From an optimization exercise on the open Yosys and OpenROAD flow, aimed at small area; shortcuts taken in it are not production practice.
Only simulation tests tie the RTL to the original design; equivalence was not proved.
The flow treats the clock pin as an ideal source, which a real chip does not have.
Power is estimated from default activity; no workload was simulated.

$ cat flow/flow/run.sh
#!/bin/bash
# Layout flow: the standard synthesis, then the combinational logic between
# the (unchanged) registers is re-mapped with an area-oriented ABC script (a few
# random seeds, keeping the smallest result), then the standard layout
# (floorplan to finish) on that netlist, with a smaller clock-tree buffer, no
# CTS dummy loads and the smallest buffer on the ports; after CTS, clock
# buffers are downsized where the clock-pin slew allows.
set -euo pipefail
W=$PWD
R=$W/orfs/results/$FLOW_PLATFORM/controller/base
YOSYS=$(command -v yosys || echo "$FLOW_HOME/../tools/install/yosys/bin/yosys")

bash standard.sh synth > $W/log_1_standard_synth.log 2>&1
cp $R/1_2_yosys.v $W/std_1_2_yosys.v

# 2. re-map the logic between the registers
export RESYN_LIB=$FLOW_HOME/platforms/$FLOW_PLATFORM/lib/sky130_fd_sc_hd__tt_025C_1v80.lib
export RESYN_IN=$W/std_1_2_yosys.v
export RESYN_DONT_USE="$(sed -n '/DONT_USE_CELLS +=/,/^$/p' $FLOW_HOME/platforms/$FLOW_PLATFORM/config.mk | grep -o 'sky130_fd_sc_hd__[a-z0-9_]*' | tr '\n' ' ')"
# twelve runs in two waves of six: three ABC recipes, several random seeds;
# keep the smallest result
RUNS="a1 a2 a3 b1 b2 b3 a4 a5 b4 c1 c2 c3"
for WAVE in "a1 a2 a3 b1 b2 b3" "a4 a5 b4 c1 c2 c3"; do
  for RS in $WAVE; do
    K=${RS:0:1}; S=${RS:1}
    mkdir -p $W/resyn_$RS
    sed "s/@SEED@/$S/" $W/flow/resyn_$K.abc > $W/resyn_$RS/resyn.abc
    ( cd $W/resyn_$RS && RESYN_ABC=$W/resyn_$RS/resyn.abc RESYN_OUT=$W/resyn_$RS/resyn_1_2_yosys.v \
        timeout 1200 $YOSYS -c $W/flow/resyn.tcl > $W/log_2_resyn_$RS.log 2>&1 ) &
  done
  wait || true
done
BEST=""; BESTA=""
for RS in $RUNS; do
  F=$W/resyn_$RS/resyn_stat_after.txt
  [[ -f $F && -f $W/resyn_$RS/resyn_1_2_yosys.v ]] || continue
  A=$(grep "Chip area" $F | tail -1 | awk '{print $NF}')
  echo "run $RS area $A" >> $W/log_2_resyn_pick.log
  if [[ -z $BEST ]] || awk "BEGIN{exit !($A < $BESTA)}"; then BEST=$RS; BESTA=$A; fi
done
echo "picked run $BEST area $BESTA" >> $W/log_2_resyn_pick.log
cp $W/resyn_$BEST/resyn_1_2_yosys.v $R/1_2_yosys.v
rm -f $R/1_synth.odb $R/1_synth.sdc

# 3. standard layout from the new netlist
CLKDOWN_LIMIT=0.100 bash standard.sh \
  "POST_CTS_TCL=$W/flow/clkdown.tcl" \
  "CTS_ARGS=-sink_clustering_enable -repair_clock_nets -dont_use_dummy_load -buf_list sky130_fd_sc_hd__clkbuf_8" \
  "BUFFER_PORTS_ARGS=-buffer_cell sky130_fd_sc_hd__buf_1" \
  finish > $W/log_3_standard_layout.log 2>&1
$ cat flow/flow/clkdown.tcl
# POST_CTS hook: replace clock-tree buffers sky130_fd_sc_hd__clkbuf_8 by the
# smaller clkbuf_4 where the estimated slew at every pin they drive stays
# at or below CLKDOWN_LIMIT (ns). Smaller cells stay legal in place.
proc clkdown_worst_slew { inst } {
  set worst 0
  foreach opin [get_pins -of_objects [get_cells $inst] -filter "direction == output"] {
    set net [get_nets -of_objects $opin]
    foreach p [get_pins -of_objects $net -filter "direction == input"] {
      set s [get_property $p slew_max]
      if {$s > $worst} { set worst $s }
    }
  }
  return $worst
}
set clkdown_limit 0.100
if {[info exists ::env(CLKDOWN_LIMIT)]} { set clkdown_limit $::env(CLKDOWN_LIMIT) }
estimate_parasitics -placement
set clkdown_n 0
foreach inst [get_cells clkbuf_*] {
  if {[get_property $inst ref_name] ne "sky130_fd_sc_hd__clkbuf_8"} { continue }
  replace_cell $inst sky130_fd_sc_hd__clkbuf_4
  estimate_parasitics -placement
  set s [clkdown_worst_slew $inst]
  if {$s > $clkdown_limit} {
    replace_cell $inst sky130_fd_sc_hd__clkbuf_8
    estimate_parasitics -placement
    puts "clkdown: kept [get_name $inst] (slew $s)"
  } else {
    incr clkdown_n
    puts "clkdown: downsized [get_name $inst] (slew $s)"
  }
}
puts "clkdown: downsized $clkdown_n buffers"
check_placement -verbose
$ cat flow/flow/resyn.tcl
# Re-map the combinational logic of the standard synthesis netlist.
# Registers stay as they are (same instances, names and cell types).
set lib $::env(RESYN_LIB)
set du {}
foreach c $::env(RESYN_DONT_USE) { lappend du -dont_use $c }
# 1. flatten the mapped cells into plain logic, keeping the flip-flops as cells
yosys read_liberty -ignore_miss_func -ignore_miss_data_latch $lib
yosys read_verilog $::env(RESYN_IN)
yosys hierarchy -top controller
yosys tee -o resyn_stat_before.txt stat -liberty $lib
yosys blackbox sky130_fd_sc_hd__df* sky130_fd_sc_hd__edf* sky130_fd_sc_hd__sdf* sky130_fd_sc_hd__dl*
yosys flatten
yosys opt_clean -purge
yosys select controller
yosys write_verilog -selected -noattr resyn_flat.v
yosys design -reset
# 2. map the logic again
yosys read_liberty -lib $lib
yosys read_verilog resyn_flat.v
yosys hierarchy -top controller
yosys techmap
yosys opt -purge
yosys abc -liberty $lib {*}$du -script $::env(RESYN_ABC)
yosys opt_clean -purge
yosys splitnets
yosys opt_clean -purge
yosys hilomap -singleton -hicell sky130_fd_sc_hd__conb_1 HI -locell sky130_fd_sc_hd__conb_1 LO
yosys insbuf -buf sky130_fd_sc_hd__buf_1 A X
yosys check -assert -mapped
yosys tee -o resyn_stat_after.txt stat -liberty $lib
yosys write_verilog -noattr -nohex -nodec $::env(RESYN_OUT)
$ cat flow/flow/resyn_a.abc
strash; &get -n; &deepsyn -S @SEED@ -T 60; &put; strash; dch -f; amap -F 4 -A 16; strash; dch -f; amap -F 4 -A 16; strash; dch -f; amap -F 4 -A 16; topo
$ cat flow/flow/resyn_b.abc
strash; &get -n; &deepsyn -S @SEED@ -T 60; &put; strash; dch -f; amap -F 2 -A 8; strash; dch -f; amap -F 2 -A 8; strash; dch -f; amap -F 2 -A 8; strash; dch -f; amap -F 2 -A 8; topo
$ cat flow/flow/resyn_c.abc
strash; &get -n; &deepsyn -S @SEED@ -T 60; &put; dch -f; amap; strash; dch -f; amap; strash; dch -f; amap -F 2 -A 8; topo
$ cat flow/standard.sh
#!/bin/bash
# synth_recipe.tcl (not shown) runs the flow's synth.tcl, then flattens the netlist and writes it again
# the make line also repeats each setting of config.mk as NAME=value (left out here)
make -C /OpenROAD-flow-scripts/flow DESIGN_CONFIG=/design/flow/config.mk WORK_HOME=/design/flow/orfs CLKGATE_MAP_FILE= SYNTH_SCRIPT=/design/flow/synth_recipe.tcl "${@:-finish}"
$ cat flow/config.mk
export PLATFORM = sky130hd
export DESIGN_NAME = controller
export DESIGN_NICKNAME = controller
export VERILOG_FILES = /design/flow/design.v
export SDC_FILE = /design/flow/constraint.sdc
export NUM_CORES = 4
export LEC_CHECK = 0
export CAP_MARGIN = 20
export CORE_MARGIN = 2
export CORE_UTILIZATION = 70
export SLEW_MARGIN = 20
$ cat flow/constraint.sdc
create_clock -name core_clock -period 15.0 [get_ports {clk}]
set_input_delay 3.0000 -clock core_clock [delete_from_list [all_inputs] [get_ports {clk}]]
set_output_delay 3.0000 -clock core_clock [all_outputs]
set_load 0.01 [all_outputs]
$ cat flow/design.v
`timescale 1ns / 1ps
module controller(
    input clk,
    input rst,
    input cash_out_btn,
    input add_btn,
    input gamble_btn,
    input status_btn,
    input buffer_5,
    input buffer_10,
    input buffer_20,
    output wire [3:0] n_cnt,
    output wire [7:0] seg,
    output wire [2:0] red,
    output wire [2:0] green,
    output wire [1:0] blue,
    output wire hsync,
    output wire vsync
    );
    reg [2:0]  q8;
    reg [1:0]  c3;
    reg [6:0]  c101;
    reg [7:0]  c167;
    reg [10:0] c1667;
    wire c3_end    = c3[1];
    wire c101_end  = c101[6] & ~c101[3] & ~c101[2] & ~c101[1] & ~c101[0];
    wire c167_end  = c167[6] & c167[4] & ~c167[3] & c167[2] & c167[1] & c167[0];
    wire c1667_end = c1667[9] & ~c1667[8] & c1667[7] & c1667[6] & ~c1667[5] & ~c1667[4] & c1667[3] & c1667[2] & c1667[1] & ~c1667[0];
    always @(posedge clk) begin
        q8    <= rst ? 3'd0 : q8 + 3'd1;
        c3    <= (rst | c3_end)    ? 2'd0  : {c3[0], ~c3[0]};
        c101  <= (rst | c101_end)  ? 7'd0  : {c101[5:0],  ~(c101[6] ^ c101[3])};
        c167  <= (rst | c167_end)  ? 8'd0  : {c167[6:0],  ~(c167[7] ^ c167[4] ^ c167[2] ^ c167[0])};
        c1667 <= (rst | c1667_end) ? 11'd0 : {c1667[9:0], ~(c1667[10] ^ c1667[1])};
    end
    wire pix_en      = (q8[1:0] == 2'd0);
    wire change_tick = c101_end & ~q8[0];
    wire seg_tick    = c167_end & c3_end & ~q8[0];
    wire game_tick   = c1667_end & c3_end & ~q8[0];
    wire status_b;
    wire add_p, gamble_p, cash_p;
    sm_deb_rise deb_add (.clk(clk), .rst(rst), .btn(add_btn),      .rise(add_p));
    sm_deb_rise deb_gam (.clk(clk), .rst(rst), .btn(gamble_btn),   .rise(gamble_p));
    sm_deb_rise deb_cash(.clk(clk), .rst(rst), .btn(cash_out_btn), .rise(cash_p));
    sm_deb      deb_stat(.clk(clk), .rst(rst), .btn(status_btn),   .b(status_b), .set());
    reg [2:0] e;
    wire hold    = e[2] | e[1];
    wire compute = e[2] & e[1];
    wire run     = (e != 3'd0) & (e != 3'd7);
    wire start;
    always @(posedge clk)
        if (rst) e <= 3'd0;
        else if (e == 3'd6) e <= 3'd7;
        else if (game_tick) e <= (e == 3'd7) ? 3'd0 : (e == 3'd0) ? {2'b00, start} : e + 3'd1;
        else if ((e == 3'd0) & start) e <= 3'd1;
    reg [1:0] sh;
    wire [2:0] sd1 = {sh, 1'b1};
    wire [2:0] sd2 = sd1 * 3'd3;
    wire [2:0] sd3 = sd1 * 3'd6;
    reg [2:0] o1, o2, o3;
    always @(posedge clk)
        if (rst) sh <= 2'd0;
        else if (run) sh <= q8[2:1] + 2'd1;
    always @(posedge clk)
        if (rst) begin
            o1 <= 3'd0; o2 <= 3'd0; o3 <= 3'd0;
        end else if (change_tick) begin
            if (cash_p) begin
                o1 <= 3'd0; o2 <= 3'd0; o3 <= 3'd0;
            end else if (run) begin
                o1 <= {o1[1] ^ sd1[0], o1[0], ~(o1[2] ^ o1[0] ^ sd1[2] ^ sd1[1] ^ sd1[0])};
                o2 <= {o2[1] ^ sd2[0], o2[0], ~(o2[2] ^ o2[0] ^ sd2[2] ^ sd2[1] ^ sd2[0])};
                o3 <= {o3[1] ^ sd3[0], o3[0], ~(o3[2] ^ o3[0] ^ sd3[2] ^ sd3[1] ^ sd3[0])};
            end
        end
    wire e12 = (o1 == o2);
    wire e23 = (o2 == o3);
    wire e13 = (o1 == o3);
    wire [1:0] mult = (e12 & e23) ? ((&o1) ? 2'd3 : 2'd2) : ((e12 | e23 | e13) ? 2'd1 : 2'd0);
    reg [10:0] bal;
    reg [9:0]  inv;
    reg [2:0]  k;
    wire [2:0]  sw  = {buffer_20, buffer_10, buffer_5};
    wire [2:0]  z   = hold ? k : sw;
    wire [5:0]  t5  = {1'b0, z, 2'b00} + {3'b000, z};
    wire        dbl = hold & ~run;
    wire        yen = ~hold | ~run | mult[0];
    wire [6:0]  Y   = {7{yen}} & (dbl ? {t5, 1'b0} : {1'b0, t5});
    wire        sub = ~hold & ~add_p;
    wire [10:0] Yx  = sub ? ~{4'd0, Y} : {4'd0, Y};
    wire [11:0] sum = {1'b0, bal} + {1'b0, Yx} + {11'd0, sub};
    wire        ge  = sum[11];
    wire [10:0] inv_add = {1'b0, inv} + {5'd0, t5};
    assign start = ~hold & ~add_p & gamble_p & ge;
    always @(posedge clk)
        if (~hold) k <= sw;
        else if (compute) k <= (run & mult[1]) ? k : 3'd0;
    always @(posedge clk)
        if (rst) begin
            bal <= 11'd0; inv <= 10'd0;
        end else if (hold) begin
            if (compute) bal <= sum[10:0];
        end else begin
            if (cash_p) begin
                bal <= 11'd0;
                inv <= 10'd0;
            end else if (add_p) begin
                bal <= (sum[10:0] > 11'd999) ? 11'd999 : sum[10:0];
                inv <= (inv_add > 11'd999) ? 10'd999 : inv_add[9:0];
            end else if (gamble_p & ge) begin
                bal <= sum[10:0];
            end
        end
    wire [10:0] num = status_b ? (bal - {1'b0, inv}) : bal;
    wire is_min = num[10] & (num[9:0] == 10'd0);
    wire sign   = num[10] & ~is_min;
    wire [9:0] mag = is_min ? 10'd1023 : (num[10] ? (~num[9:0] + 10'd1) : num[9:0]);
    reg [15:0] bcd;
    integer i;
    always @(*) begin
        bcd = 16'd0;
        for (i = 9; i >= 0; i = i - 1) begin
            if (bcd[3:0]  >= 4'd5) bcd[3:0]  = bcd[3:0]  + 4'd3;
            if (bcd[7:4]  >= 4'd5) bcd[7:4]  = bcd[7:4]  + 4'd3;
            if (bcd[11:8] >= 4'd5) bcd[11:8] = bcd[11:8] + 4'd3;
            bcd = {bcd[14:0], mag[i]};
        end
    end
    reg [1:0] cnt;
    reg [3:0] P, H;
    always @(posedge clk) begin
        case (cnt)
            2'd0: P <= {1'b1, sign, ~sign, 1'b0};
            2'd1: P <= bcd[11:8];
            2'd2: P <= bcd[7:4];
            default: P <= bcd[3:0];
        endcase
        if (rst) begin
            cnt <= 2'd0;
            H <= 4'b1110;
        end else if (seg_tick) begin
            cnt <= cnt + 2'd1;
            H <= P;
        end
    end
    wire [6:0] sg;
    wire is_minus = H[3] & H[2] & ~H[1];
    assign sg[6] = ((H[3] & H[2]) | (H[3] & H[1]) | (H[2] & H[1] & H[0]) | (~H[3] & ~H[2] & ~H[1])) & ~is_minus;
    assign sg[5] = (H[3] & H[2]) | (H[1] & H[0]) | (~H[2] & H[1]) | (~H[3] & ~H[2] & H[0]);
    assign sg[4] = H[0] | (H[3] & H[1]) | (H[2] & ~H[1]);
    assign sg[3] = (H[3] & H[2]) | (H[3] & H[1]) | (H[2] & H[1] & H[0]) | (H[2] & ~H[1] & ~H[0]) | (~H[3] & ~H[2] & ~H[1] & H[0]);
    assign sg[2] = (H[3] & H[2]) | (H[3] & H[1]) | (~H[2] & H[1] & ~H[0]);
    assign sg[1] = (H[3] & H[2]) | (H[3] & H[1]) | (H[2] & H[1] & ~H[0]) | (H[2] & ~H[1] & H[0]);
    assign sg[0] = (H[3] & H[2]) | (H[3] & H[1]) | (H[2] & ~H[1] & ~H[0]) | (~H[3] & ~H[2] & ~H[1] & H[0]);
    assign seg = {1'b1, sg};
    wire started = ~(H[3] & H[2] & H[1]);
    assign n_cnt = ~started    ? 4'b1111 :
                   (cnt == 2'd1) ? 4'b0111 :
                   (cnt == 2'd2) ? 4'b1011 :
                   (cnt == 2'd3) ? 4'b1101 : 4'b1110;
    reg [3:0] hs;
    reg [4:0] hh;
    reg [1:0] hB;
    reg [3:0] vs;
    reg [5:0] vh;
    wire vrst     = rst | cash_p;
    wire hs_end   = hs[3] & hs[0];
    wire hh_end   = hh[4] & hh[1] & hh[0];
    wire vs_end   = vs[3] & vs[0];
    wire v_end    = vh[5] & vh[4] & vh[2];
    wire line_end = (hB == 2'd3) & (hh == 5'd1) & (hs == 4'd5);
    always @(posedge clk)
        if (vrst) begin
            hs <= 4'd6; hh <= 5'd1; hB <= 2'd3;
            vs <= 4'd0; vh <= 6'd49;
        end else if (pix_en) begin
            hs <= hs_end ? 4'd0 : hs + 4'd1;
            if (hs_end) begin
                hh <= hh_end ? 5'd0 : hh + 5'd1;
                if (hh_end) hB <= hB + 2'd1;
            end
            if (line_end) begin
                if (v_end) begin
                    vs <= 4'd0; vh <= 6'd0;
                end else begin
                    vs <= vs_end ? 4'd0 : vs + 4'd1;
                    if (vs_end) vh <= vh + 6'd1;
                end
            end
        end
    wire vact    = ~(vh[5] & vh[4]);
    wire midband = ~vh[5] & vh[4];
    wire black_h = (hB == 2'd3) & ~hh[4];
    wire box     = midband & ~hh[4] & ~(hB == 2'd3);
    wire drow    = (vh[3:0] != 4'd0);    
    wire dcol    = (hh[3:0] != 4'd0) & (hh[3:0] != 4'd15);
    wire [2:0] reel = (hB == 2'd0) ? o1 : (hB == 2'd1) ? o2 : o3;
    reg [63:0] arr;
    always @(*)
        case (reel)
            3'd0: arr = 64'b0000000001111110100000011000000110000001100000011000000101111110;
            3'd1: arr = 64'b0000000001111110000110000001100000011000000110110001111000011100;
            3'd2: arr = 64'b0000000011111111000000010000000111111111100000001000000011111111;
            3'd3: arr = 64'b0000000011111111100000001000000011111111100000001000000011111111;
            3'd4: arr = 64'b0000000010000000100000001000000011111111100000011000000110000001;
            3'd5: arr = 64'b0000000011111111100000001000000011111111000000010000000111111111;
            3'd6: arr = 64'b0000000011111111100000011000000111111111000000010000000111111111;
            default: arr = 64'b0000000010000000100000001000000010000000100000001000000011111111;
        endcase
    wire pbit = arr[{vh[3:1], hh[3:1]}];
    wire dp   = box & drow & dcol & pbit;
    wire R    = vact & ~black_h & ~dp;
    wire B    = vact & ~black_h & (~box | dp);
    assign red   = {3{R}};
    assign green = {3{R}};
    assign blue  = {2{B}};
    assign hsync = ~((hB == 2'd3) & (((hh == 5'd1) & (hs >= 4'd6)) |
                                     ((hh >= 5'd2) & (hh <= 5'd10)) |
                                     ((hh == 5'd11) & (hs < 4'd2))));
    assign vsync = ~((vh == 6'd49) & (vs <= 4'd1));
endmodule
module sm_deb(
    input clk,
    input rst,
    input btn,
    output reg b,
    output set
    );
    reg [7:0] cnt;
    wire fb = ~(cnt[7] ^ cnt[5] ^ cnt[4] ^ cnt[3]) ^ (&cnt[6:0]);
    wire top = (cnt == 8'b10000000);
    assign set = btn & top & ~b;
    always @(posedge clk)
        if (rst | ~btn) begin
            cnt <= 8'd0;
            b <= 1'b0;
        end else begin
            cnt <= {cnt[6:0], fb};
            if (top) b <= 1'b1;
        end
endmodule
module sm_deb_rise(
    input clk,
    input rst,
    input btn,
    output reg rise
    );
    wire b, set;
    reg [1:0] p;
    sm_deb deb(.clk(clk), .rst(rst), .btn(btn), .b(b), .set(set));
    always @(posedge clk)
        if (rst) begin
            p <= 2'd0;
            rise <= 1'b0;
        end else begin
            p <= set ? 2'd1 : p + {1'b0, |p};
            rise <= &p;
        end
endmodule
==> results of run 1 <==
[cell type report]
type                       count  area, um2
clock buffer                  17        184
fill                         807       2270
inverter                     138        518
multi-input combinational    704       3610
sequential                   145       2930
tap                          133        166
timing repair buffer          32        131
[final timing paths]
| path | endpoint | slack (ps) | cells after the start |
|---|---|---|---|
| worst min-delay path | c3[0]$_SDFF_PP0_ | 410 | 1 |
| worst max-delay path | P[2]$_DFF_P_ | 6040 | 43 |
| worst max register to register | P[2]$_DFF_P_ | 6040 | 43 |
| worst min register to register | c3[0]$_SDFF_PP0_ | 410 | 1 |
[placed cells by master, fill, tap and decap left out, types with 9 or more instances in the layout]
cell and n:
sky130_fd_sc_hd__a211oi_1 20, sky130_fd_sc_hd__a21oi_1 54, sky130_fd_sc_hd__a31oi_1 17, sky130_fd_sc_hd__and3_1 11
sky130_fd_sc_hd__buf_1 29, sky130_fd_sc_hd__clkbuf_8 9, sky130_fd_sc_hd__clkinv_1 138, sky130_fd_sc_hd__dfxtp_1 142
sky130_fd_sc_hd__nand2_1 89, sky130_fd_sc_hd__nand3_1 18, sky130_fd_sc_hd__nor2_1 187, sky130_fd_sc_hd__nor2b_1 21
sky130_fd_sc_hd__nor3_1 48, sky130_fd_sc_hd__o21a_1 13, sky130_fd_sc_hd__o21ai_0 98, sky130_fd_sc_hd__o221ai_1 11
sky130_fd_sc_hd__o22ai_1 36, sky130_fd_sc_hd__or3_1 9
[registers in the layout, indices dropped and copies added (netlist names), 3 cells and up]
name and count:
hs 4, deb_add.deb.cnt 8, o1 3, c1667 11, c167 8, P 4, deb_stat.cnt 8, vs 4
c101 7, deb_gam.deb.cnt 8, inv 10, H 4, o2 3, e 3, vh 6, q8 3
bal 11, deb_cash.deb.cnt 8, k 3, o3 3, hh 5
[where the power goes]
part	leakage, nW	internal (mW)	switching [mW]	total (mW)
combinational	1.37	0.0109	0.0218	0.0328
sequential	1.18	0.392	0.00403	0.396
clock	0.102	0.0779	0.118	0.196
total	2.65	0.481	0.144	0.625
[metal layers]
metal | share of wire [%] | global-route usage [%]
met5 | 0 | 0
met4 | 1.5 | 9.05
met3 | 5.3 | 6.18
met2 | 47 | 48.0
met1 | 46 | 37.0
[stage by stage]
| stage | total power, mW | instance area (um2) |
|---|---|---|
| 6_report | 0.625 | 7550 |
| 3_5_place_dp | 0.437 | 7360 |
| 2_1_floorplan | 0.427 | 7140 |
| 3_3_place_gp | 0.437 | 7360 |
| 5_1_grt | 0.647 | 7550 |
==> flow_summary.json, run 1 <==
{
  "outcome": "complete, no violations",
  "drtIter0Drc": 487,
  "holdCritPathClass": "reg -> reg",
  "post_route_cells_drive_above_1_share_pct": 1.93,
  "gp_congestion": 0.922,
  "fp.dieArea_um2": 11000,
  "initial_core_util_pct": 72.7,
  "critical_path.reg2reg.startpoint": "inv[1]$_SDFFE_PP0P_",
  "clk_latency_ps": 430,
  "critPathMaxFanout": 9,
  "flow.area_growth_from_synthesis_pct": 5.69,
  "setup.worst_path.start_class": "register",
  "hpwlAfterDp_um": 11500,
  "drt-vias-per-instance": 5.91,
  "cts_sinks": 145,
  "timing.fmax_mhz": 112,
  "core-area_um2": 9820,
  "max-slew-margin-rel_pct": 35.3,
  "crit_path_max_incr_delay_ps": 770,
  "placement.io_buffers": 29,
  "crit_start": "inv[1]$_SDFFE_PP0P_",
  "critPathKind": "reg -> reg",
  "floorplan.die.height_um": 105,
  "n_antenna_cell": 0,
  "critical_path.slowest_cell": "sky130_fd_sc_hd__o21ai_0",
  "grt_pass1_wl_um": 26300,
  "die_width_um": 105,
  "post_synth_instance_area_um2": 7140,
  "timing_hold_violations_final": 0,
  "worstPathArrival_ps": 9250,
  "worst_setup_path_end_kind": "register",
  "netlist_instances": 1007,
  "std_cell_rows": 36,
  "post-route-period-util_pct": 59.7,
  "fin_nets": 1047,
  "worst_ir_drop_vdd_uv": 86.0,
  "setup-tns-final_ps": 0,
  "hp-start": "c3[0]$_SDFF_PP0_",
  "detailroute.via_count": 6906,
  "detailedRoute.firstPassIterationCount": 7,
  "drc": 0,
  "report.final.setup_viol": 0,
  "report.final.slew_viol_count": 0,
  "rsz0062_at_grt": "no",
  "placement.setup.worst_slack_ps": 6310,
  "initial_antenna_violation_count": 0,
  "dp_cells": 1152,
  "utilization_pct": 76.9,
  "syn_area_per_cell_um2": 7.09,
  "timing.clock.skew_ps": 29.7,
  "final.min_clock_period_ps": 8960,
  "drv_cap": 0,
  "fin_hold_ws_ps": 412,
  "io_pins": 31,
  "path_clk_slew_ps": 80,
  "grt_usage_pct": 28.7,
  "maximum_number_of_pins_on_one_net_before_global_route_repair": 35,
  "cpLargestDelayFamily": "compound AO/OA/AOI/OAI gates",
  "synthesis.nets": 1016,
  "leakage_power_figure_nw": 2.65,
  "routedWlPerCell_um": 13.1,
  "routed_wirelength_um": 15400,
  "fin_cells": 1169,
  "grt_pass1_vias": 6114,
  "data_required_critical_path_ps": 15280,
  "tightest_slew_ps": 960,
  "cts_tree": "built",
  "global_route.overflow_total": 0,
  "drt.antenna.violating_nets": 0,
  "setup_ws_ps": 6040,
  "synthesis.yosys.warnings": 3,
  "timing.critical_path.buf_inv": 4,
  "power.density_nw_per_um2": 82.8
}
==> run 2, diff against run 1 <==
--- a/flow/flow/run.sh
+++ b/flow/flow/run.sh
@@ -17,10 +17,10 @@
 export RESYN_LIB=$FLOW_HOME/platforms/$FLOW_PLATFORM/lib/sky130_fd_sc_hd__tt_025C_1v80.lib
 export RESYN_IN=$W/std_1_2_yosys.v
 export RESYN_DONT_USE="$(sed -n '/DONT_USE_CELLS +=/,/^$/p' $FLOW_HOME/platforms/$FLOW_PLATFORM/config.mk | grep -o 'sky130_fd_sc_hd__[a-z0-9_]*' | tr '\n' ' ')"
-# twelve runs in two waves of six: three ABC recipes, several random seeds;
+# eighteen runs in three waves of six: three ABC recipes, several random seeds;
 # keep the smallest result
-RUNS="a1 a2 a3 b1 b2 b3 a4 a5 b4 c1 c2 c3"
-for WAVE in "a1 a2 a3 b1 b2 b3" "a4 a5 b4 c1 c2 c3"; do
+RUNS="a1 a2 a3 b1 b2 b3 a4 a5 b4 c1 c2 c3 a6 a7 b5 b6 b7 c4"
+for WAVE in "a1 a2 a3 b1 b2 b3" "a4 a5 b4 c1 c2 c3" "a6 a7 b5 b6 b7 c4"; do
   for RS in $WAVE; do
     K=${RS:0:1}; S=${RS:1}
     mkdir -p $W/resyn_$RS
@@ -43,7 +43,7 @@
 rm -f $R/1_synth.odb $R/1_synth.sdc
 
 # 3. standard layout from the new netlist
-CLKDOWN_LIMIT=0.100 bash standard.sh \
+CLKDOWN_LIMIT=0.105 bash standard.sh \
   "POST_CTS_TCL=$W/flow/clkdown.tcl" \
   "CTS_ARGS=-sink_clustering_enable -repair_clock_nets -dont_use_dummy_load -buf_list sky130_fd_sc_hd__clkbuf_8" \
   "BUFFER_PORTS_ARGS=-buffer_cell sky130_fd_sc_hd__buf_1" \
==> flow_summary.json, run 2 <==
{
  "report.final.slew_viol_count": 0,
  "placement.io_buffers": 29,
  "global_route.overflow_total": 0,
  "worstPathArrival_ps": 9250,
  "detailedRoute.firstPassIterationCount": 6,
  "cp-endpoint": "P[2]$_DFF_P_",
  "top_regs": "bal: 11 flops, c1667: 11 flops, inv: 10 flops",
  "fin_nets": 1047,
  "n_antenna_cell": 0,
  "initial_antenna_violation_count": 0,
  "worst_ir_drop_vdd_uv": 86.0,
  "drt.antenna.violating_nets": 0,
  "synthesis.yosys.warnings": 3,
  "worst_setup_path_end_kind": "register",
  "cts_sinks": 145,
  "leakage_power_figure_nw": 2.65,
  "flow.area_growth_from_synthesis_pct": 5.52,
  "crit_path_max_incr_delay_ps": 780,
  "routed_wirelength_um": 15400,
  "std_cell_rows": 36,
  "gp_congestion": 0.922,
  "rsz0062_at_grt": "no",
  "grt_pass1_wl_um": 26300,
  "holdCritPathClass": "reg -> reg",
  "maximum_number_of_pins_on_one_net_before_global_route_repair": 35,
  "netlist_instances": 1007,
  "critical_path.slowest_cell": "sky130_fd_sc_hd__o21ai_0",
  "crit-reg2reg-capture": "P[2]$_DFF_P_",
  "post-route-cell-area_um2": 7530,
  "critPathKind": "reg -> reg",
  "reg2reg_depth": 43,
  "synthesis.nets": 1016,
  "drc": 0,
  "drtIter0Drc": 487,
  "tightest_slew_ps": 978,
  "cts_tree": "built",
  "grt_usage_pct": 28.6,
  "hpwlAfterDp_um": 11500,
  "timing.fmax_mhz": 112,
  "timing_hold_violations_final": 0,
  "io_pins": 31,
  "final.min_clock_period_ps": 8940,
  "setup.worst_path.start_class": "register",
  "power.density_nw_per_um2": 82.2,
  "critical_path.reg2reg.startpoint": "inv[1]$_SDFFE_PP0P_",
  "post_synth_instance_area_um2": 7140,
  "data_required_critical_path_ps": 15320,
  "report.final.setup_viol": 0,
  "post_route_cells_drive_above_1_share_pct": 1.93,
  "fp.dieArea_um2": 11000,
  "crit_start": "inv[1]$_SDFFE_PP0P_",
  "clk_latency_ps": 430,
  "drv_cap": 0,
  "floorplan.die.height_um": 105,
  "max-slew-margin-rel_pct": 34.1,
  "outcome": "complete, no violations",
  "grt_pass1_vias": 6113,
  "layout_commonest_cell": "sky130_fd_sc_hd__nor2_1",
  "initial_core_util_pct": 72.7,
  "detailroute.via_count": 6882,
  "critPathMaxFanout": 9,
  "timing.clock.skew_ps": 35.4,
  "dpl-instance-area_um2": 7360,
  "final_cell_mix": "sky130_fd_sc_hd__nor2_1 (187), sky130_fd_sc_hd__dfxtp_1 (142), sky130_fd_sc_hd__clkinv_1 (138), sky130_fd_sc_hd__o21ai_0 (98), sky130_fd_sc_hd__nand2_1 (89)",
  "die_width_um": 105,
  "drt-vias-per-instance": 5.89,
  "post-route-period-util_pct": 59.6,
  "setup-tns-final_ps": 0,
  "core-area_um2": 9820,
  "path_clk_slew_ps": 100,
  "routedWlPerCell_um": 13.2,
  "r2r_setup_slack_ps": 6060,
  "syn_area_per_cell_um2": 7.09
}
-- run 2: through the flow --
stage	total power [mW]	instances	hold slack [ps]	utilization (%)	setup WS [ps]
after floorplan	0.427	1007	383	-	7430
after global placement	0.437	1152	398	75.0	6640
after detailed placement	0.437	1152	403	75.0	6310
after global routing	0.641	1169	428	76.7	4890
final	0.619	1169	412	76.7	6060
-- run 2: critical path: cells and delay by family, from the launching register on --
kind	cells	cell delay, ps
buffers and inverters	4	720
AND/OR/NAND/NOR	16	2190
flip-flops	1	320
AO/OA/AOI/OAI	23	5620
-- run 2: routing by layer --
layer	part of all wire (%)	track usage, %	up-vias
met1	46	36.9	3091
met5	0	0	-
met3	4.9	6.18	24
met2	47	48.0	188
met4	1.5	9.05	0
li1	-	-	3579
-- run 2: area by class of cell --
cell class	count	area [um2]
sequential	145	2930
multi-input combinational	704	3610
timing repair buffer	32	131
clock buffer	17	171
inverter	138	518
tap	133	166
fill	811	2280
-- run 2: worst min-delay path by stage --
| stage | from | cells after the start | endpoint | slack [ps] |
|---|---|---|---|---|
| after global placement | c3[0]$_SDFF_PP0_ | 1 | c3[0]$_SDFF_PP0_ | 400 |
| final | c3[0]$_SDFF_PP0_ | 1 | c3[0]$_SDFF_PP0_ | 410 |
| after floorplan | c3[0]$_SDFF_PP0_ | 1 | c3[0]$_SDFF_PP0_ | 380 |
| after detailed placement | c3[0]$_SDFF_PP0_ | 1 | c3[0]$_SDFF_PP0_ | 400 |
| after global routing | c3[0]$_SDFF_PP0_ | 1 | c3[0]$_SDFF_PP0_ | 430 |
-- run 2: power breakdown --
part | switching, mW | internal, mW
Combinational | 0.0218 | 0.0109
Clock | 0.118 | 0.0724
Sequential | 0.00402 | 0.392
Total | 0.144 | 0.476

-- afterwards: timing with drivers on the ports --
How much do the figures lean on ideal ports? The routed layouts below were timed once more, with nothing changed but the port constraints.
Step 1, drivers: a clkbuf_16 drives clk and a buf_2 each remaining input, both assumed.
Step 2, shift: input delay + t, output delay - t, t = (earliest + latest rising clock arrival at the registers) / 2. This alone moves slack from input paths to output paths.
Slacks: ideal ports / drivers / drivers and shift; pairs: ideal ports / drivers.
run | t, ns | slack for setup (ns) | clock arrival spread, ns
run 1 | 0.451 | 6.039 / 6.039 / 6.039 | 0.030 / 0.030
run 2 | 0.448 | 6.064 / 6.064 / 6.064 | 0.035 / 0.036
After both steps setup and hold are still met in every run listed.
